This design comes from an exercise in tuning for a short achievable clock period and few clock cycles on the open sky130 flow, not from production work. RTL that was checked went through simulation tests only; none was proved equivalent to the original. Function not checked in run 1: the RTL went through the layout flow alone. Power figures rest on the tool's default switching activity, not on a simulated workload.

===== flow/flow/run.sh =====
#!/bin/bash
set -euo pipefail
MARGIN=${MARGIN:-6.5}
bash standard.sh synth > synth.log 2>&1
bash standard.sh floorplan SETUP_SLACK_MARGIN=$MARGIN > floorplan.log 2>&1
bash standard.sh place SETUP_SLACK_MARGIN=$MARGIN > place.log 2>&1
bash standard.sh cts SETUP_SLACK_MARGIN=$MARGIN > cts.log 2>&1
bash standard.sh route SETUP_SLACK_MARGIN=$MARGIN > route.log 2>&1
bash standard.sh finish SETUP_SLACK_MARGIN=$MARGIN > finish.log 2>&1

===== flow/standard.sh =====
#!/bin/bash
# synth_recipe.tcl (not shown) runs the flow's synth.tcl, then flattens the netlist and writes it again
# the make line also repeats each setting of config.mk as NAME=value (left out here)
make -C /OpenROAD-flow-scripts/flow DESIGN_CONFIG=/design/flow/config.mk WORK_HOME=/design/flow/orfs CLKGATE_MAP_FILE= SYNTH_SCRIPT=/design/flow/synth_recipe.tcl "${@:-finish}"

===== flow/config.mk =====
export PLATFORM = sky130hd
export DESIGN_NAME = riscv
export DESIGN_NICKNAME = riscv
export VERILOG_FILES = /design/flow/design.v
export SDC_FILE = /design/flow/constraint.sdc
export NUM_CORES = 4
export LEC_CHECK = 0
export ABC_CLOCK_PERIOD_IN_PS = 3000
export CAP_MARGIN = 20
export CORE_MARGIN = 2
export CORE_UTILIZATION = 40
export SLEW_MARGIN = 20

===== flow/constraint.sdc =====
create_clock -name core_clock -period 10.0 [get_ports {clk}]
set_input_delay 2.0000 -clock core_clock [delete_from_list [all_inputs] [get_ports {clk}]]
set_output_delay 2.0000 -clock core_clock [all_outputs]
set_load 0.01 [all_outputs]

===== flow/design.v =====
module riscv #(
    parameter logic[31:0] BootVector = 32'h0000_0000
)(
    input logic clk,
    input logic reset,
    output logic halted,
    input logic unhalt,
    output logic[31:0] i_addr,
    input logic[31:0] i_data,
    output logic[31:0] d_addr,
    output logic[31:0] d_wdata,
    output logic[3:0] d_wstrb,
    input logic[31:0] d_rdata
);
    localparam int TagW = 8;
    logic adv;
    assign adv = ~halted;
    logic[31:0] pc_f;
    logic[31:0] pc4_f;
    logic hit_f, pred_f;
    logic[1:0] ctr_f;
    logic[29:0] ptgt_f;
    logic[31:0] npc_f;
    logic valid_d;
    logic[31:0] ir_d;
    logic[31:0] pc_d;
    logic hit_d, pred_d;
    logic[1:0] ctr_d;
    logic[29:0] ptgt_d;
    logic stall_d;
    logic valid_e;
    logic[31:0] a_e, b_e, s_e;
    logic fa1_e, fb1_e, fs1_e;
    logic sub_e;
    logic[8:0] rsel_e;
    logic[2:0] mf3_e;
    logic sra_e;
    logic[31:0] dres_e;
    logic[31:0] pc4_e, pc_imm_e;
    logic is_br_e, is_jal_e, is_jalr_e, is_ld_e, is_st_e, wr_e;
    logic[4:0] rd_e;
    logic pred_e, hit_e, dp_e, tok_e, exc_e;
    logic[1:0] ctr_e;
    logic[29:0] ptgt_e;
    logic[TagW+3:0] pcb_e;
    logic redir_e;
    logic[31:0] tgt_e;
    logic valid_m;
    logic[31:0] res_m, addr_m, wd_m;
    logic[3:0] wstrb_m;
    logic ld_m, wr_m, jalr_m, pred_m, hit_m, exc_m, ctrl_m, taken_m;
    logic[2:0] f3_m;
    logic[4:0] rd_m;
    logic[1:0] ctr_m;
    logic[29:0] ptgt_m, btgt_m;
    logic[TagW+3:0] pcb_m;
    logic redir_m;
    logic[31:0] tgt_m;
    logic wr_w;
    logic[4:0] rd_w;
    logic[31:0] res_w;
    logic kill_fd, redir_d;
    logic[31:0] pc_imm_d;
    assign kill_fd = redir_e | redir_m;
    logic[15:0] btb_v;
    logic[TagW-1:0] btb_tag[16];
    logic[29:0] btb_tgt[16];
    logic[1:0] btb_ctr[16];
    logic[15:0] oh_f;
    logic[31:0] pc_nx;
    logic[TagW-1:0] tag_sel;
    always_comb begin
        tag_sel = '0;
        ctr_f = '0;
        ptgt_f = '0;
        hit_f = 1'b0;
        for (int i = 0; i < 16; i++) begin
            tag_sel = tag_sel | (btb_tag[i] & {TagW{oh_f[i]}});
            ctr_f = ctr_f | (btb_ctr[i] & {2{oh_f[i]}});
            ptgt_f = ptgt_f | (btb_tgt[i] & {30{oh_f[i]}});
            hit_f = hit_f | (btb_v[i] & oh_f[i]);
        end
        hit_f = hit_f & (tag_sel == pc_f[TagW+5:6]);
    end
    assign pred_f = hit_f & ctr_f[1];
    assign pc4_f = pc_f + 32'd4;
    assign npc_f = pred_f ? {ptgt_f, 2'b00} : pc4_f;
    assign i_addr = pc_f;
    always_comb begin
        if (redir_m)
            pc_nx = tgt_m;
        else if (redir_e)
            pc_nx = tgt_e;
        else if (redir_d)
            pc_nx = pc_imm_d;
        else if (!stall_d)
            pc_nx = npc_f;
        else
            pc_nx = pc_f;
    end
    always_ff @(posedge clk or posedge reset) begin
        if (reset) begin
            pc_f <= BootVector;
            oh_f <= 16'h1 << BootVector[5:2];
        end else if (adv) begin
            pc_f <= pc_nx;
            oh_f <= 16'h1 << pc_nx[5:2];
        end
    end
    always_ff @(posedge clk or posedge reset) begin
        if (reset)
            valid_d <= 1'b0;
        else if (adv) begin
            if (kill_fd | redir_d)
                valid_d <= 1'b0;
            else if (!stall_d)
                valid_d <= 1'b1;
        end
    end
    always_ff @(posedge clk) begin
        if (adv && !stall_d) begin
            ir_d <= i_data;
            pc_d <= pc_f;
            hit_d <= hit_f;
            pred_d <= pred_f;
            ctr_d <= ctr_f;
            ptgt_d <= ptgt_f;
        end
    end
    logic[6:0] opc;
    logic[2:0] f3;
    logic[4:0] rd, rs1, rs2;
    logic is_lui, is_auipc, is_jal, is_jalr, is_br, is_ld, is_st, is_opimm, is_op, is_misc;
    logic illegal;
    logic use_rs1, use_rs2, b_imm, writes;
    logic[31:0] imm_i, imm_s, imm_b, imm_u, imm_j, imm_pc, pc4_d;
    logic[31:0] rv1, rv2;
    logic[31:0] ld_val, mres;
    assign mres = ld_m ? ld_val : res_m;
    assign opc = ir_d[6:0];
    assign f3 = ir_d[14:12];
    assign rd = ir_d[11:7];
    assign rs1 = ir_d[19:15];
    assign rs2 = ir_d[24:20];
    assign is_lui   = opc == 7'b0110111;
    assign is_auipc = opc == 7'b0010111;
    assign is_jal   = opc == 7'b1101111;
    assign is_jalr  = opc == 7'b1100111;
    assign is_br    = opc == 7'b1100011;
    assign is_ld    = opc == 7'b0000011;
    assign is_st    = opc == 7'b0100011;
    assign is_opimm = opc == 7'b0010011;
    assign is_op    = opc == 7'b0110011;
    assign is_misc  = opc == 7'b0001111;
    assign illegal = ~(is_lui | is_auipc | is_jal | is_jalr | is_br | is_ld | is_st |
                       is_opimm | is_op | is_misc);
    assign use_rs1 = is_jalr | is_br | is_ld | is_st | is_opimm | is_op;
    assign use_rs2 = is_br | is_st | is_op;
    assign b_imm = is_jalr | is_ld | is_st | is_opimm;
    assign writes = (is_lui | is_auipc | is_jal | is_jalr | is_ld | is_opimm | is_op) & (rd != 5'd0);
    assign imm_i = {{20{ir_d[31]}}, ir_d[31:20]};
    assign imm_s = {{20{ir_d[31]}}, ir_d[31:25], ir_d[11:7]};
    assign imm_b = {{20{ir_d[31]}}, ir_d[7], ir_d[30:25], ir_d[11:8], 1'b0};
    assign imm_u = {ir_d[31:12], 12'h000};
    assign imm_j = {{12{ir_d[31]}}, ir_d[19:12], ir_d[20], ir_d[30:21], 1'b0};
    assign imm_pc = is_br ? imm_b : (is_jal ? imm_j : imm_u);
    assign pc_imm_d = pc_d + imm_pc;
    assign pc4_d = pc_d + 32'd4;
    logic[31:0] regs[32];
    always_ff @(posedge clk) begin
        if (adv && wr_w)
            regs[rd_w] <= res_w;
    end
    assign rv1 = (rs1 == 5'd0) ? 32'h0 : ((wr_w && rd_w == rs1) ? res_w : regs[rs1]);
    assign rv2 = (rs2 == 5'd0) ? 32'h0 : ((wr_w && rd_w == rs2) ? res_w : regs[rs2]);
    logic wr_e_live;
    assign wr_e_live = valid_e & wr_e;
    logic m1e, m2e, m1m, m2m;
    assign m1e = wr_e_live && rd_e == rs1;
    assign m2e = wr_e_live && rd_e == rs2;
    assign m1m = wr_m && rd_m == rs1;
    assign m2m = wr_m && rd_m == rs2;
    assign stall_d = valid_d & is_ld_e & ((use_rs1 & m1e) | (use_rs2 & m2e));
    assign redir_d = valid_d & ~hit_d & (is_jal | (is_br & ir_d[31])) & ~stall_d;
    always_ff @(posedge clk or posedge reset) begin
        if (reset)
            valid_e <= 1'b0;
        else if (adv)
            valid_e <= valid_d & ~stall_d & ~kill_fd;
    end
    always_ff @(posedge clk) begin
        if (adv) begin
            a_e <= m1m ? mres : rv1;
            b_e <= b_imm ? (is_st ? imm_s : imm_i) : (m2m ? mres : rv2);
            s_e <= m2m ? mres : rv2;
            fa1_e <= m1e;
            fb1_e <= ~b_imm & m2e;
            fs1_e <= m2e;
            sub_e <= is_br | (is_op & ir_d[30] & f3 == 3'b000);
            rsel_e <= (is_lui | is_auipc | is_jal | is_jalr) ? 9'h100 :
                      ((is_op | is_opimm) ? {1'b0, 8'h01 << f3} : 9'h001);
            sra_e <= ir_d[30];
            dres_e <= is_lui ? imm_u : (is_auipc ? pc_imm_d : pc4_d);
            pc4_e <= pc4_d;
            pc_imm_e <= pc_imm_d;
            is_br_e <= is_br;
            is_jal_e <= is_jal;
            is_jalr_e <= is_jalr;
            is_ld_e <= is_ld;
            is_st_e <= is_st;
            wr_e <= writes;
            rd_e <= rd;
            mf3_e <= f3;
            pred_e <= pred_d | (~hit_d & (is_jal | (is_br & ir_d[31])));
            hit_e <= hit_d;
            ctr_e <= ctr_d;
            ptgt_e <= ptgt_d;
            dp_e <= ~hit_d;
            exc_e <= illegal;
            pcb_e <= pc_d[TagW+5:2];
        end
    end
    logic[31:0] fa, fb, fs;
    logic[31:0] sum, alu_res;
    logic eq, lts, ltu, cond, taken;
    assign fa = fa1_e ? res_m : a_e;
    assign fb = fb1_e ? res_m : b_e;
    assign fs = fs1_e ? res_m : s_e;
    assign sum = sub_e ? (fa - fb) : (fa + fb);
    assign eq = (fa == fb);
    assign ltu = (fa < fb);
    assign lts = ({~fa[31], fa[30:0]} < {~fb[31], fb[30:0]});
    logic[63:0] shr64;
    logic[31:0] shr;
    assign shr64 = {{32{sra_e & fa[31]}}, fa} >> fb[4:0];
    assign shr = shr64[31:0];
    logic[31:0] shl;
    assign shl = fa << fb[4:0];
    assign alu_res = ({32{rsel_e[0]}} & sum) |
                     ({32{rsel_e[1]}} & shl) |
                     {31'h0, rsel_e[2] & lts} |
                     {31'h0, rsel_e[3] & ltu} |
                     ({32{rsel_e[4]}} & (fa ^ fb)) |
                     ({32{rsel_e[5]}} & shr) |
                     ({32{rsel_e[6]}} & (fa | fb)) |
                     ({32{rsel_e[7]}} & (fa & fb)) |
                     ({32{rsel_e[8]}} & dres_e);
    always_comb
        case (mf3_e)
            3'b000: cond = eq;
            3'b001: cond = ~eq;
            3'b100: cond = lts;
            3'b101: cond = ~lts;
            3'b110: cond = ltu;
            3'b111: cond = ~ltu;
            default: cond = 1'b0;
        endcase
    assign taken = is_br_e & cond;
    logic ok_e, misp_e;
    assign tok_e = dp_e | ((pc_imm_e[31:2] == ptgt_e) & ~pc_imm_e[1]);
    assign ok_e = pred_e & tok_e;
    always_comb begin
        if (is_br_e)
            misp_e = cond ? ~ok_e : pred_e;
        else if (is_jal_e)
            misp_e = ~ok_e;
        else if (is_jalr_e)
            misp_e = 1'b0;
        else
            misp_e = pred_e;
    end
    assign redir_e = valid_e & misp_e;
    assign tgt_e = (is_jal_e | taken) ? pc_imm_e : pc4_e;
    logic[3:0] lanes;
    logic mis_mem;
    always_comb begin
        lanes = 4'b0000;
        mis_mem = 1'b0;
        case (mf3_e[1:0])
            2'b00: lanes = 4'b0001 << sum[1:0];
            2'b01: begin
                lanes = sum[1] ? 4'b1100 : 4'b0011;
                mis_mem = sum[0];
            end
            2'b10: begin
                lanes = 4'b1111;
                mis_mem = sum[1] | sum[0];
            end
            default: mis_mem = 1'b1;
        endcase
    end
    logic go_m;
    assign go_m = valid_e & ~redir_m;
    always_ff @(posedge clk or posedge reset) begin
        if (reset) begin
            valid_m <= 1'b0;
            wr_m <= 1'b0;
            wstrb_m <= 4'h0;
        end else if (adv) begin
            valid_m <= go_m;
            wr_m <= go_m & wr_e;
            wstrb_m <= (go_m & is_st_e & ~mis_mem) ? lanes : 4'h0;
        end
    end
    always_ff @(posedge clk) begin
        if (adv) begin
            res_m <= alu_res;
            addr_m <= sum;
            case (mf3_e[1:0])
                2'b00: wd_m <= {4{fs[7:0]}};
                2'b01: wd_m <= {2{fs[15:0]}};
                default: wd_m <= fs;
            endcase
            ld_m <= is_ld_e;
            f3_m <= mf3_e;
            rd_m <= rd_e;
            jalr_m <= is_jalr_e;
            pred_m <= pred_e;
            hit_m <= hit_e;
            ctr_m <= ctr_e;
            ptgt_m <= ptgt_e;
            pcb_m <= pcb_e;
            ctrl_m <= is_br_e | is_jal_e | is_jalr_e;
            taken_m <= taken | is_jal_e | is_jalr_e;
            btgt_m <= is_jalr_e ? sum[31:2] : pc_imm_e[31:2];
            exc_m <= exc_e | ((is_ld_e | is_st_e) & mis_mem) |
                     ((taken | is_jal_e) & pc_imm_e[1]) | (is_jalr_e & sum[1]);
        end
    end
    assign d_addr = {addr_m[31:2], 2'b00};
    assign d_wdata = wd_m;
    assign d_wstrb = wstrb_m & {4{adv}};
    assign redir_m = valid_m & jalr_m & ~(pred_m & (addr_m[31:2] == ptgt_m) & ~addr_m[1]);
    assign tgt_m = {addr_m[31:1], 1'b0};
    logic[31:0] sh;
    assign sh = d_rdata >> {addr_m[1:0], 3'b000};
    always_comb
        case (f3_m)
            3'b000: ld_val = {{24{sh[7]}}, sh[7:0]};
            3'b001: ld_val = {{16{sh[15]}}, sh[15:0]};
            3'b100: ld_val = {24'h0, sh[7:0]};
            3'b101: ld_val = {16'h0, sh[15:0]};
            default: ld_val = d_rdata;
        endcase
    always_ff @(posedge clk or posedge reset) begin
        if (reset)
            wr_w <= 1'b0;
        else if (adv)
            wr_w <= wr_m;
    end
    always_ff @(posedge clk) begin
        if (adv) begin
            res_w <= mres;
            rd_w <= rd_m;
        end
    end
    logic[3:0] idx_m;
    assign idx_m = pcb_m[3:0];
    always_ff @(posedge clk or posedge reset) begin
        if (reset)
            btb_v <= 16'h0;
        else if (adv && valid_m) begin
            if (ctrl_m) begin
                if (taken_m)
                    btb_v[idx_m] <= 1'b1;
            end else if (hit_m)
                btb_v[idx_m] <= 1'b0;
        end
    end
    always_ff @(posedge clk) begin
        if (adv && valid_m && ctrl_m) begin
            if (taken_m) begin
                btb_tag[idx_m] <= pcb_m[TagW+3:4];
                btb_tgt[idx_m] <= btgt_m;
                btb_ctr[idx_m] <= hit_m ? (ctr_m == 2'b11 ? 2'b11 : ctr_m + 2'b01) : 2'b10;
            end else if (hit_m)
                btb_ctr[idx_m] <= (ctr_m == 2'b00) ? 2'b00 : ctr_m - 2'b01;
        end
    end
    always_ff @(posedge clk or posedge reset) begin
        if (reset)
            halted <= 1'b0;
        else if (unhalt)
            halted <= 1'b0;
        else if (valid_m & exc_m)
            halted <= 1'b1;
    end
endmodule

==> results of run 1 <==
==> cells in the mapped netlist (all sizes together) (121+ instances only) <==
master	count
a21oi	334
a221oi	145
a22o	142
buf	171
clkbuf	339
edfxtp	2251
ha	134
inv	170
mux2	121
mux2i	236
mux4	641
nand2	355
nor2	409
o21ai	260
==> area by class of cell <==
| cell class | count | area (um2) | area share, % |
|---|---|---|---|
| Sequential cell | 2335 | 69800 | 52.2 |
| Multi-Input combinational cell | 4015 | 41900 | 31.4 |
| Timing Repair Buffer | 745 | 8100 | 6.06 |
| Clock buffer | 327 | 7080 | 5.30 |
| Tap cell | 3589 | 4490 | 3.36 |
| Clock inverter | 141 | 1500 | 1.12 |
| Inverter | 174 | 728 | 0.545 |
| Antenna cell | 12 | 30.0 | 0.0225 |
| Timing Repair inverter | 1 | 16.3 | 0.0122 |
==> per-stage QoR <==
stage                     std cells  area (um2)  util, %  power [W]
after floorplan                7029      110000        -     0.0256
after global placement        10400      116000     42.3     0.0333
after detailed placement      10400      116000     42.3     0.0334
after CTS                     11200      131000     47.8     0.0469
after global routing          11300      134000     48.9     0.0505
final                         11300      134000     48.9     0.0492
==> routing by layer <==
metal	wire [um]	global-route usage (%)	vias up
met2	193000	45.8	4608
met5	41	0	-
met4	23400	13.6	6
met3	40000	5.52	995
met1	154000	37.3	38200
li1	-	-	29400
==> logic make-up (layout without fill, tap and decap cells) <==
group	count (synthesis)	after routing	synth area share, %
AOI/OAI and AO/OA	1443	1445	9.00
xor gates and xnor gates	210	210	1.68
adders and majority gates	137	137	1.58
buffers and inverters	684	1388	2.50
DFF	2335	2335	63.5
muxes	998	998	16.6
other	1	14	0.00342
and+or+nand+nor	1220	1223	5.15
==> path summary, 6_finish.rpt <==
check / startpoint / to / slack, ps / cells past startpoint
min: ptgt_d[9] / ptgt_e[9] / 400 / 0
min reg2reg: ptgt_d[9] / ptgt_e[9] / 400 / 0
max reg2reg: oh_f[1] / oh_f[5] / 5170 / 13
min in group asynchronous: reset / halted / 1320 / 2
max in group asynchronous: reset / pc_f[20] / 7680 / 4
max: oh_f[1] / oh_f[5] / 5170 / 13
==> state kept, by name, summed over array words and instances (netlist names), 12 cells and up, named ones only <==
name and count:
ir_d 32, res_m 32, addr_m 32, pc_d 32
pcb_m 12, pc_f 32, dres_e 32, pc4_e 31
oh_f 16, b_e 32, a_e 32, btb_ctr 32
btb_tag 128, ptgt_e 30, btb_tgt 480, pc_imm_e 32
res_w 32, regs 1024, s_e 32, btgt_m 30
pcb_e 12, ptgt_m 30, ptgt_d 30, wd_m 32
==> what timing repair did <==
| item | in CTS | in global routing |
|---|---|---|
| gates resized for setup | 1200 | 365 |
| cloned | 30 | 15 |
| endpoints found under the setup margin | 792 | 549 |
| endpoints found under the hold margin | 0 | 0 |
| setup buffers | 268 | 85 |
| pin swaps | 185 | 168 |
==> power by group <==
part	leakage, nW	switching, W	total, W	internal (W)
combinational	18.9	0.0137	0.0229	0.00915
clock	4.18	0.00409	0.00979	0.00570
sequential	21.9	0.00247	0.0165	0.0140
==> cells in the final DEF, fill, tap and decap left out, types with 83 or more instances in the layout <==
master     Yosys  final
edfxtp_1    2251   2251
a22o_1       142    137
nand2_1      355    335
mux2_2       121     90
o21ai_0      254    169
a22oi_1      108    108
a221oi_1     144    128
inv_1        167    153
clkbuf_16      0    285
xnor2_1      118     85
buf_4         35    348
mux4_2       641    641
a21oi_1      333    248
buf_6          2    141
xor2_1        92     83
nor2_1       409    354
mux2i_1      236    166
==> summary.md, run 1 <==
| Metric | Value |
|---|---|
| CP Cell Sequence | buf_4 -> a221oi_1 -> nand4_1 -> inv_1 -> nor3_2 -> nand3_2 -> buf_4 -> inv_4 -> mux2_2 -> a2111oi_4 -> a311o_1 -> o211ai_1 -> o41ai_2 |
| Syn avg cell area | 15.6 um2 |
| GP Congestion | 0.973 |
| HP Class | reg2reg |
| Minimum clock period | 4830 ps |
| CTS Sinks | 2335 |
| Post-synth top area cell | edfxtp_1 |
| Max incr delay on CP | 670 ps |
| RSZ-0062 raised after global routing | true |
| Later-pin clock latency in the skew report | 890 ps |
| EDFF count, synth | 2251 |
| Syn-to-layout area delta | 21.8% |
| Vias in the first global route | 70.8k |
| Largest net degree at the start of global routing | 167 |
| Setup ws final | 5170 ps |
| Normalized max-slew margin | 21.1% |
| Input/output buffers | 165 |
| Row count | 192 |
| Final Max Tran Viols | 0 |
| Top-area cell type share of the netlist area | 61.6% |
| Most used cell, CP | buf_4 |
| H-tree levels | 5 |
| Ports | 168 |
| Hold WS | 401 ps |
| Seq/Total Area, Yosys | 63.5% |
| PwrDens | 368 mW/mm2 |
| Worst setup SP type | register |
| Seq cells post-synth | 2335 |
| Synth async-reset ratio | 3.17% |
| Num CTS Buffers | 264 |
| Tot GR Track Use | 28.5% |
| Clock transition at the registers of the reported paths | 60 ps |
| Final period util | 48.3% |
| Final-layout fill cell count | 22.6k |
| Library cells used by synthesis | 94 |
| Status | no timing/DRC/antenna violations |
| Final Skew | 51.2 ps |
| Critical path capture point type | register |
| Hold_buf cts | 0 |
| Net count, final | 7740 |
| Slowest-stage cell, CP | buf_4 |
| Chip width | 528 um |
| Vias per cell | 6.46 |
| Clk root buf | clkbuf_16 |
| Worst Tran Pin Value | 1180 ps |
| CTS Buffer Depth | 4 |
| Hpwl dp | 246 mm |
| Crit path kind | reg2reg |
| Yosys warning count | 1 |
| Setup TNS | 0 ps |
| Final hold violations | 0 |
| Worst path arrival time | 5580 ps |
| DRT iter0 DRCs | 10.3k |
| Synth Flop Type | edfxtp_1 |
| P_leak | 45.0 nW |
| Die area | 0.278 mm2 |
| FMAX | 207 MHz |
| Vias | 73.3k |
| Die outline height | 528 um |
| # DRC | 0 |
| Cell Area, Synth | 0.110 mm2 |
| Req. time, crit path | 10750 ps |
| VDD IR max | 0.000224 V |
| Core Area | 0.273 mm2 |
| First-pass DRT Iterations | 8 |
| Initial antenna violation count | 22 |
| Max Cap Viol | 0 |
| CP bufs+invs | 4 |
| First-pass GRT wire length | 560 mm |
| Worst-path fanout max | 33 |
| Dominant cells by area after synthesis | edfxtp_1 (62%), mux4_2 (13%), mux2i_1 (2.2%) |
| DR WL/cell | 36.2 um |
| Setup Viol. Count Final | 0 |
| Drt total wl | 410 mm |
| Grt ovf | 0 |
| Layout cells sized above 1 | 32.5% |
| Syn Inst Count | 7028 |
| Starting Density | 40.1% |
| CP top delay family | compound AO/OA/AOI/OAI gates |
| Pre-CTS setup slack | 3830 ps |
| CTS tree | yes |
| Post-route ant nets | 0 |
==> run 2: changes to the inputs <==
--- a/flow/design.v
+++ b/flow/design.v
@@ -17,6 +17,7 @@
     assign adv = ~halted;
     logic[31:0] pc_f;
     logic[31:0] pc4_f;
+    logic[3:0] idx_f;
     logic hit_f, pred_f;
     logic[1:0] ctr_f;
     logic[29:0] ptgt_f;
@@ -30,16 +31,17 @@
     logic stall_d;
     logic valid_e;
     logic[31:0] a_e, b_e, s_e;
-    logic fa1_e, fb1_e, fs1_e;
+    logic fa1_e, fa2_e, fb1_e, fb2_e, fs1_e, fs2_e;
     logic sub_e;
-    logic[8:0] rsel_e;
+    logic[2:0] f3_e;
     logic[2:0] mf3_e;
     logic sra_e;
+    logic use_dres_e;
     logic[31:0] dres_e;
     logic[31:0] pc4_e, pc_imm_e;
     logic is_br_e, is_jal_e, is_jalr_e, is_ld_e, is_st_e, wr_e;
     logic[4:0] rd_e;
-    logic pred_e, hit_e, dp_e, tok_e, exc_e;
+    logic pred_e, hit_e, tok_e, exc_e;
     logic[1:0] ctr_e;
     logic[29:0] ptgt_e;
     logic[TagW+3:0] pcb_e;
@@ -59,59 +61,37 @@
     logic wr_w;
     logic[4:0] rd_w;
     logic[31:0] res_w;
-    logic kill_fd, redir_d;
-    logic[31:0] pc_imm_d;
+    logic kill_fd;
     assign kill_fd = redir_e | redir_m;
     logic[15:0] btb_v;
     logic[TagW-1:0] btb_tag[16];
     logic[29:0] btb_tgt[16];
     logic[1:0] btb_ctr[16];
-    logic[15:0] oh_f;
-    logic[31:0] pc_nx;
-    logic[TagW-1:0] tag_sel;
-    always_comb begin
-        tag_sel = '0;
-        ctr_f = '0;
-        ptgt_f = '0;
-        hit_f = 1'b0;
-        for (int i = 0; i < 16; i++) begin
-            tag_sel = tag_sel | (btb_tag[i] & {TagW{oh_f[i]}});
-            ctr_f = ctr_f | (btb_ctr[i] & {2{oh_f[i]}});
-            ptgt_f = ptgt_f | (btb_tgt[i] & {30{oh_f[i]}});
-            hit_f = hit_f | (btb_v[i] & oh_f[i]);
-        end
-        hit_f = hit_f & (tag_sel == pc_f[TagW+5:6]);
-    end
+    assign idx_f = pc_f[5:2];
+    assign hit_f = btb_v[idx_f] && (btb_tag[idx_f] == pc_f[TagW+5:6]);
+    assign ctr_f = btb_ctr[idx_f];
     assign pred_f = hit_f & ctr_f[1];
+    assign ptgt_f = btb_tgt[idx_f];
     assign pc4_f = pc_f + 32'd4;
     assign npc_f = pred_f ? {ptgt_f, 2'b00} : pc4_f;
     assign i_addr = pc_f;
-    always_comb begin
-        if (redir_m)
-            pc_nx = tgt_m;
-        else if (redir_e)
-            pc_nx = tgt_e;
-        else if (redir_d)
-            pc_nx = pc_imm_d;
-        else if (!stall_d)
-            pc_nx = npc_f;
-        else
-            pc_nx = pc_f;
-    end
     always_ff @(posedge clk or posedge reset) begin
-        if (reset) begin
+        if (reset)
             pc_f <= BootVector;
-            oh_f <= 16'h1 << BootVector[5:2];
-        end else if (adv) begin
-            pc_f <= pc_nx;
-            oh_f <= 16'h1 << pc_nx[5:2];
+        else if (adv) begin
+            if (redir_m)
+                pc_f <= tgt_m;
+            else if (redir_e)
+                pc_f <= tgt_e;
+            else if (!stall_d)
+                pc_f <= npc_f;
         end
     end
     always_ff @(posedge clk or posedge reset) begin
         if (reset)
             valid_d <= 1'b0;
         else if (adv) begin
-            if (kill_fd | redir_d)
+            if (kill_fd)
                 valid_d <= 1'b0;
             else if (!stall_d)
                 valid_d <= 1'b1;
@@ -133,10 +113,8 @@
     logic is_lui, is_auipc, is_jal, is_jalr, is_br, is_ld, is_st, is_opimm, is_op, is_misc;
     logic illegal;
     logic use_rs1, use_rs2, b_imm, writes;
-    logic[31:0] imm_i, imm_s, imm_b, imm_u, imm_j, imm_pc, pc4_d;
+    logic[31:0] imm_i, imm_s, imm_b, imm_u, imm_j, imm_pc, pc_imm_d, pc4_d;
     logic[31:0] rv1, rv2;
-    logic[31:0] ld_val, mres;
-    assign mres = ld_m ? ld_val : res_m;
     assign opc = ir_d[6:0];
     assign f3 = ir_d[14:12];
     assign rd = ir_d[11:7];
@@ -181,7 +159,6 @@
     assign m1m = wr_m && rd_m == rs1;
     assign m2m = wr_m && rd_m == rs2;
     assign stall_d = valid_d & is_ld_e & ((use_rs1 & m1e) | (use_rs2 & m2e));
-    assign redir_d = valid_d & ~hit_d & (is_jal | (is_br & ir_d[31])) & ~stall_d;
     always_ff @(posedge clk or posedge reset) begin
         if (reset)
             valid_e <= 1'b0;
@@ -190,16 +167,19 @@
     end
     always_ff @(posedge clk) begin
         if (adv) begin
-            a_e <= m1m ? mres : rv1;
-            b_e <= b_imm ? (is_st ? imm_s : imm_i) : (m2m ? mres : rv2);
-            s_e <= m2m ? mres : rv2;
+            a_e <= rv1;
+            b_e <= b_imm ? (is_st ? imm_s : imm_i) : rv2;
+            s_e <= rv2;
             fa1_e <= m1e;
+            fa2_e <= ~m1e & m1m;
             fb1_e <= ~b_imm & m2e;
+            fb2_e <= ~b_imm & ~m2e & m2m;
             fs1_e <= m2e;
+            fs2_e <= ~m2e & m2m;
             sub_e <= is_br | (is_op & ir_d[30] & f3 == 3'b000);
-            rsel_e <= (is_lui | is_auipc | is_jal | is_jalr) ? 9'h100 :
-                      ((is_op | is_opimm) ? {1'b0, 8'h01 << f3} : 9'h001);
+            f3_e <= (is_op | is_opimm) ? f3 : 3'b000;
             sra_e <= ir_d[30];
+            use_dres_e <= is_lui | is_auipc | is_jal | is_jalr;
             dres_e <= is_lui ? imm_u : (is_auipc ? pc_imm_d : pc4_d);
             pc4_e <= pc4_d;
             pc_imm_e <= pc_imm_d;
@@ -211,11 +191,11 @@
             wr_e <= writes;
             rd_e <= rd;
             mf3_e <= f3;
-            pred_e <= pred_d | (~hit_d & (is_jal | (is_br & ir_d[31])));
+            pred_e <= pred_d;
             hit_e <= hit_d;
             ctr_e <= ctr_d;
             ptgt_e <= ptgt_d;
-            dp_e <= ~hit_d;
+            tok_e <= (pc_imm_d[31:2] == ptgt_d) & ~pc_imm_d[1];
             exc_e <= illegal;
             pcb_e <= pc_d[TagW+5:2];
         end
@@ -223,9 +203,9 @@
     logic[31:0] fa, fb, fs;
     logic[31:0] sum, alu_res;
     logic eq, lts, ltu, cond, taken;
-    assign fa = fa1_e ? res_m : a_e;
-    assign fb = fb1_e ? res_m : b_e;
-    assign fs = fs1_e ? res_m : s_e;
+    assign fa = fa1_e ? res_m : (fa2_e ? res_w : a_e);
+    assign fb = fb1_e ? res_m : (fb2_e ? res_w : b_e);
+    assign fs = fs1_e ? res_m : (fs2_e ? res_w : s_e);
     assign sum = sub_e ? (fa - fb) : (fa + fb);
     assign eq = (fa == fb);
     assign ltu = (fa < fb);
@@ -234,17 +214,17 @@
     logic[31:0] shr;
     assign shr64 = {{32{sra_e & fa[31]}}, fa} >> fb[4:0];
     assign shr = shr64[31:0];
-    logic[31:0] shl;
-    assign shl = fa << fb[4:0];
-    assign alu_res = ({32{rsel_e[0]}} & sum) |
-                     ({32{rsel_e[1]}} & shl) |
-                     {31'h0, rsel_e[2] & lts} |
-                     {31'h0, rsel_e[3] & ltu} |
-                     ({32{rsel_e[4]}} & (fa ^ fb)) |
-                     ({32{rsel_e[5]}} & shr) |
-                     ({32{rsel_e[6]}} & (fa | fb)) |
-                     ({32{rsel_e[7]}} & (fa & fb)) |
-                     ({32{rsel_e[8]}} & dres_e);
+    always_comb
+        case (f3_e)
+            3'b000: alu_res = sum;
+            3'b001: alu_res = fa << fb[4:0];
+            3'b010: alu_res = {31'h0, lts};
+            3'b011: alu_res = {31'h0, ltu};
+            3'b100: alu_res = fa ^ fb;
+            3'b101: alu_res = shr;
+            3'b110: alu_res = fa | fb;
+            3'b111: alu_res = fa & fb;
+        endcase
     always_comb
         case (mf3_e)
             3'b000: cond = eq;
@@ -257,7 +237,6 @@
         endcase
     assign taken = is_br_e & cond;
     logic ok_e, misp_e;
-    assign tok_e = dp_e | ((pc_imm_e[31:2] == ptgt_e) & ~pc_imm_e[1]);
     assign ok_e = pred_e & tok_e;
     always_comb begin
         if (is_br_e)
@@ -304,7 +283,7 @@
     end
     always_ff @(posedge clk) begin
         if (adv) begin
-            res_m <= alu_res;
+            res_m <= use_dres_e ? dres_e : alu_res;
             addr_m <= sum;
             case (mf3_e[1:0])
                 2'b00: wd_m <= {4{fs[7:0]}};
@@ -333,6 +312,7 @@
     assign redir_m = valid_m & jalr_m & ~(pred_m & (addr_m[31:2] == ptgt_m) & ~addr_m[1]);
     assign tgt_m = {addr_m[31:1], 1'b0};
     logic[31:0] sh;
+    logic[31:0] ld_val;
     assign sh = d_rdata >> {addr_m[1:0], 3'b000};
     always_comb
         case (f3_m)
@@ -350,7 +330,7 @@
     end
     always_ff @(posedge clk) begin
         if (adv) begin
-            res_w <= mres;
+            res_w <= ld_m ? ld_val : res_m;
             rd_w <= rd_m;
         end
     end
==> flow/run.sh (new file) <==
#!/bin/bash
# synth_recipe.tcl (not shown) runs the flow's synth.tcl, then flattens the netlist and writes it again
# the make line also repeats each setting of config.mk as NAME=value (left out here)
make -C /OpenROAD-flow-scripts/flow DESIGN_CONFIG=/design/flow/config.mk WORK_HOME=/design/flow/orfs CLKGATE_MAP_FILE= SYNTH_SCRIPT=/design/flow/synth_recipe.tcl finish
--- a/flow/config.mk
+++ b/flow/config.mk
@@ -9,4 +9,5 @@
 export CAP_MARGIN = 20
 export CORE_MARGIN = 2
 export CORE_UTILIZATION = 40
+export SETUP_SLACK_MARGIN = 5
 export SLEW_MARGIN = 20
removed: flow/flow/run.sh
removed: flow/standard.sh
==> run 2 against run 1 <==
  * Still clean
  * Final cell count is 2.4% lower
  * Clock skew is 72 ps higher
  * Synthesized cell count is 1.2% lower
  * Sequential cell count is 23 lower
  * Count of clock-buffer cells in the layout is 27 lower
  * Register-to-register slack worse by 190 ps
  * Sequential share of layout area is 1.8 points higher
  * Critical path depth is 5 higher
  * Sequential power is 4% lower
  * Critical endpoint is now dres_e[28]
  * Highest routed layer unchanged
==> summary.md, run 2 <==
| Metric | Value |
|---|---|
| Status | no timing/DRC/antenna violations |
| Critical R2R Capture | dres_e[28] |
| P_leak | 43.3 nW (-3.8%) |
| Synth async-reset ratio | 2.51% (-0.66 points) |
| Hold Path Stages | 0 (unchanged) |
| Most frequent cell after synthesis | edfxtp_1 |
| Worst setup SP type | register |
| Ports | 168 (unchanged) |
| Hold_buf cts | 0 (unchanged) |
| Num CTS Buffers | 247 (-6.4%) |
| Post-synth top area cell | edfxtp_1 |
| First-pass DRT Iterations | 6 (-2) |
| Chip width | 532 um (+0.88%) |
| Vias per cell | 6.26 (-3.1%) |
| Slowest-stage cell, CP | or3_4 |
| DRT iter0 DRCs | 9498 (-7.8%) |
| Largest net degree at the start of global routing | 156 (-6.6%) |
| Row count | 193 (+0.52%) |
| Library cells used by synthesis | 95 (+1.1%) |
| EDFF count, synth | 2249 (-0.089%) |
| RSZ-0062 raised after global routing | true |
| Syn-to-layout area delta | 14.6% |
| HP Class | reg2reg |
| Vias | 69.3k (-5.4%) |
| Post-synth top cells | edfxtp_1 (2249), mux4_2 (828), nor2_1 (538) |
| Worst Hold Endpoint | ptgt_m[8] |
| Hpwl dp | 234 mm (-4.8%) |
| Synth Flop Type | edfxtp_1 |
| GP Congestion | 0.963 (-1.1%) |
| Final std cells w/o fill | 11.1k (-2.4%) |
| Normalized max-slew margin | 11.1% (-9.9 points) |
| Biggest regs | regs x1024, btb_tgt x480, btb_tag x128 |
| H-tree levels | 4 (-1) |
| CTS Buffer Depth | 4 (unchanged) |
| Yosys warning count | 1 (unchanged) |
| Setup Viol. Count Final | 0 (unchanged) |
| Worst Tran Pin Value | 1330 ps (+149 ps) |
| Core Area | 0.277 mm2 (+1.4%) |
| R2R depth | 18 (+5) |
| Vias in the first global route | 67.8k (-4.2%) |
| Clk root buf | clkbuf_16 |
| CP Cell Sequence | buf_12 -> nor2b_2 -> nand3_1 -> or3_4 -> clkinv_2 -> and2_2 -> a21o_1 -> ha_1 -> and3_1 -> and3_1 -> a221o_1 -> o21ai_0 -> a21oi_1 -> or3_1 -> a21oi_1 -> xnor2_1 -> mux2i_1 -> a21oi_1 |
| Syn Inst Count | 6945 (-1.2%) |
| Input/output buffers | 165 (unchanged) |
| Post-route ant nets | 0 (unchanged) |
| Starting Density | 40.3% (+0.15 points) |
| Max reg flops | 1024 (unchanged) |
| Cell Area, Synth | 0.112 mm2 (+1.8%) |
| Grt ovf | 0 (unchanged) |
| VDD IR max | 0.000251 V (+12%) |
| Commonest non-fill, non-tap cells in the layout | edfxtp_1 (2249), mux4_2 (828), nor2_1 (485) |
| Drt total wl | 377 mm (-8.1%) |
| Die outline height | 532 um (+0.88%) |
| DR WL/cell | 34.1 um (-5.9%) |
| CTS Sinks | 2312 (-0.99%) |
| Worst path arrival time | 5680 ps (+100 ps) |
| Layout cells sized above 1 | 24.1% (-8.4 points) |
| Min-delay src | ptgt_e[8] |
| CTS tree | yes |
| Cells after DPL | 10.5k (+0.73%) |
| FMAX | 199 MHz (-3.7%) |
| Clock transition at the registers of the reported paths | 60 ps (about the same) |
| Most common cell after layout, fill and taps aside | edfxtp_1 |
| Die area | 0.283 mm2 (+1.8%) |
| Initial antenna violation count | 20 (-9.1%) |
| Most used cell, CP | a21oi_1 |
| Seq/Total Area, Yosys | 61.9% (-1.6 points) |
| Final period util | 50.2% (+1.9 points) |
| Tot GR Track Use | 25.9% (-2.7 points) |
| Net count, final | 7346 (-5.1%) |
| Top-area cell type share of the netlist area | 60.5% (-1.1 points) |
| Max incr delay on CP | 460 ps (-210 ps) |
| Placed Area | 0.118 mm2 (+2.0%) |
| Syn avg cell area | 16.1 um2 (+3.0%) |
| Crit path kind | reg2reg |
| Setup TNS | 0 ps (unchanged) |
| Post-route cell area | 0.128 mm2 (-4.2%) |
| Final hold violations | 0 (unchanged) |
| Worst-path fanout max | 14 (-58%) |
| First-pass GRT wire length | 524 mm (-6.5%) |
| Dominant cells by area after synthesis | edfxtp_1 (61%), mux4_2 (17%), mux2i_1 (3.8%) |
| Later-pin clock latency in the skew report | 940 ps (+50 ps) |
| Core Util, Final | 46.2% (-2.7 points) |
| Final Max Tran Viols | 0 (unchanged) |
| Max Cap Viol | 0 (unchanged) |
| Reg2reg start | ir_d[5] |
| Seq cells post-synth | 2312 (-0.99%) |
| Critical path capture point type | register |
| Largest Register | regs |
| PwrDens | 364 mW/mm2 (-1.1%) |
| FF-to-FF setup slack | 4980 ps (-190 ps) |
| Overall Power | 0.0466 W (-5.3%) |
| Final Skew | 124 ps (+72.3 ps) |
| Req. time, crit path | 10660 ps (-90 ps) |
| # DRC | 0 (unchanged) |
| Minimum clock period | 5020 ps (+188 ps) |
[run 2: cell count changes in the layout (fill, tap and decap cells not counted), sizes merged, moves of 122 or more]
cell / previous run / this run
a221oi: 145 / 23
a22o: 142 / 8
buf: 655 / 280
mux2i: 236 / 427
mux4: 641 / 828
nor2: 410 / 538
[run 2: worst max-delay path: cells and delay by family, from the launching register on]
kind	cells	cell delay (ps)
XOR/XNOR	1	190
AO/OA/AOI/OAI	6	1620
buffers and inverters	2	310
AND/OR/NAND/NOR	7	1830
multiplexers	1	110
flip-flops	1	400
adder cells (fa/ha/maj)	1	310
[run 2: area by class of cell]
type / count / area [um2]
clock buffers: 300 / 6500
inverters: 161 / 621
clock inverters: 155 / 1830
well taps: 3705 / 4640
multi-input cells: 3968 / 40900
diodes: 13 / 32.5
fillers: 23800 / 149000
flip-flops and latches: 2312 / 69100
repair buffers: 452 / 4340
[run 2: how the worst max path moves through the flow]
stage                  to  slack, ps  startpoint
2_1_floorplan    pc_f[24]       5010    res_w[0]
3_3_place_gp      pc_f[1]       3670       fa2_e
3_5_place_dp      pc_f[0]       3490    res_w[0]
4_1_cts             tok_e       5010     ir_d[5]
5_1_grt             tok_e       4890     ir_d[5]
6_report       dres_e[28]       4980     ir_d[5]
[run 2: per-layer routing]
metal,wire length (um),up-vias,GRT usage [%],share of wire (%)
met3,36300,624,5.27,9.6
met1,150000,36600,35.8,40
met5,59,-,0,0.016
li1,-,28200,-,-
met4,13900,8,8.35,3.7
met2,176000,3764,41.0,47
[run 2: stage by stage]
| stage | worst slack [ps] | hold WS, ps |
|---|---|---|
| after floorplan | 5010 | 400 |
| after global placement | 3670 | 400 |
| after detailed placement | 3490 | 405 |
| after CTS | 5010 | 333 |
| after global routing | 4890 | 357 |
| final | 4980 | 343 |
[run 2: cells by family (layout without fill, tap and decap cells)]
group	Yosys count	in the layout	share of synthesized area, %
flip-flops	2312	2312	61.9
buffers and inverters	667	1068	2.44
AO/OA/AOI/OAI	1010	1010	5.88
XOR/XNOR	206	206	1.68
adder cells (fa/ha/maj)	137	137	1.56
AND/OR/NAND/NOR	1268	1269	5.09
multiplexers	1344	1344	21.4
other	1	15	0.00336
[run 2: repair_timing]
action | CTS | global route
endpoints found under the setup margin | 127 | 89
resized for setup | 91 | 89
cloned | 0 | 8
setup buffers | 33 | 43
pin swaps | 5 | 21
[run 2: power by group]
| group | internal, W | switching, W |
|---|---|---|
| Combinational | 0.00756 | 0.0136 |
| Sequential | 0.0139 | 0.00197 |
| Clock | 0.00562 | 0.00392 |
Testbench counts of run 2, summed over its fixed seeds: cycles 74,945.

[re-timing with driven ports]
The flow's constraints put no driver on any port. The routed layouts listed below were extracted and timed again, unchanged, in two steps.
Step 1: set_driving_cell puts a clkbuf_16 on clk and a buf_2 on each other input, an assumption about the parent block.
Step 2 also shifts input and output timing later by t, the mid clock arrival at the registers, as if the neighbouring blocks saw the same clock.
Slacks: ideal ports / drivers / drivers and shift; pairs: ideal ports / drivers.
| run | t, ns | setup WS [ns] | cell pins on the clock port's net |
|---|---|---|---|
| run 1 | 0.964 | 5.171 / 5.171 / 5.171 | 1 |
| run 2 | 0.972 | 4.983 / 4.983 / 4.983 | 1 |
After both steps every run listed still meets setup and hold.
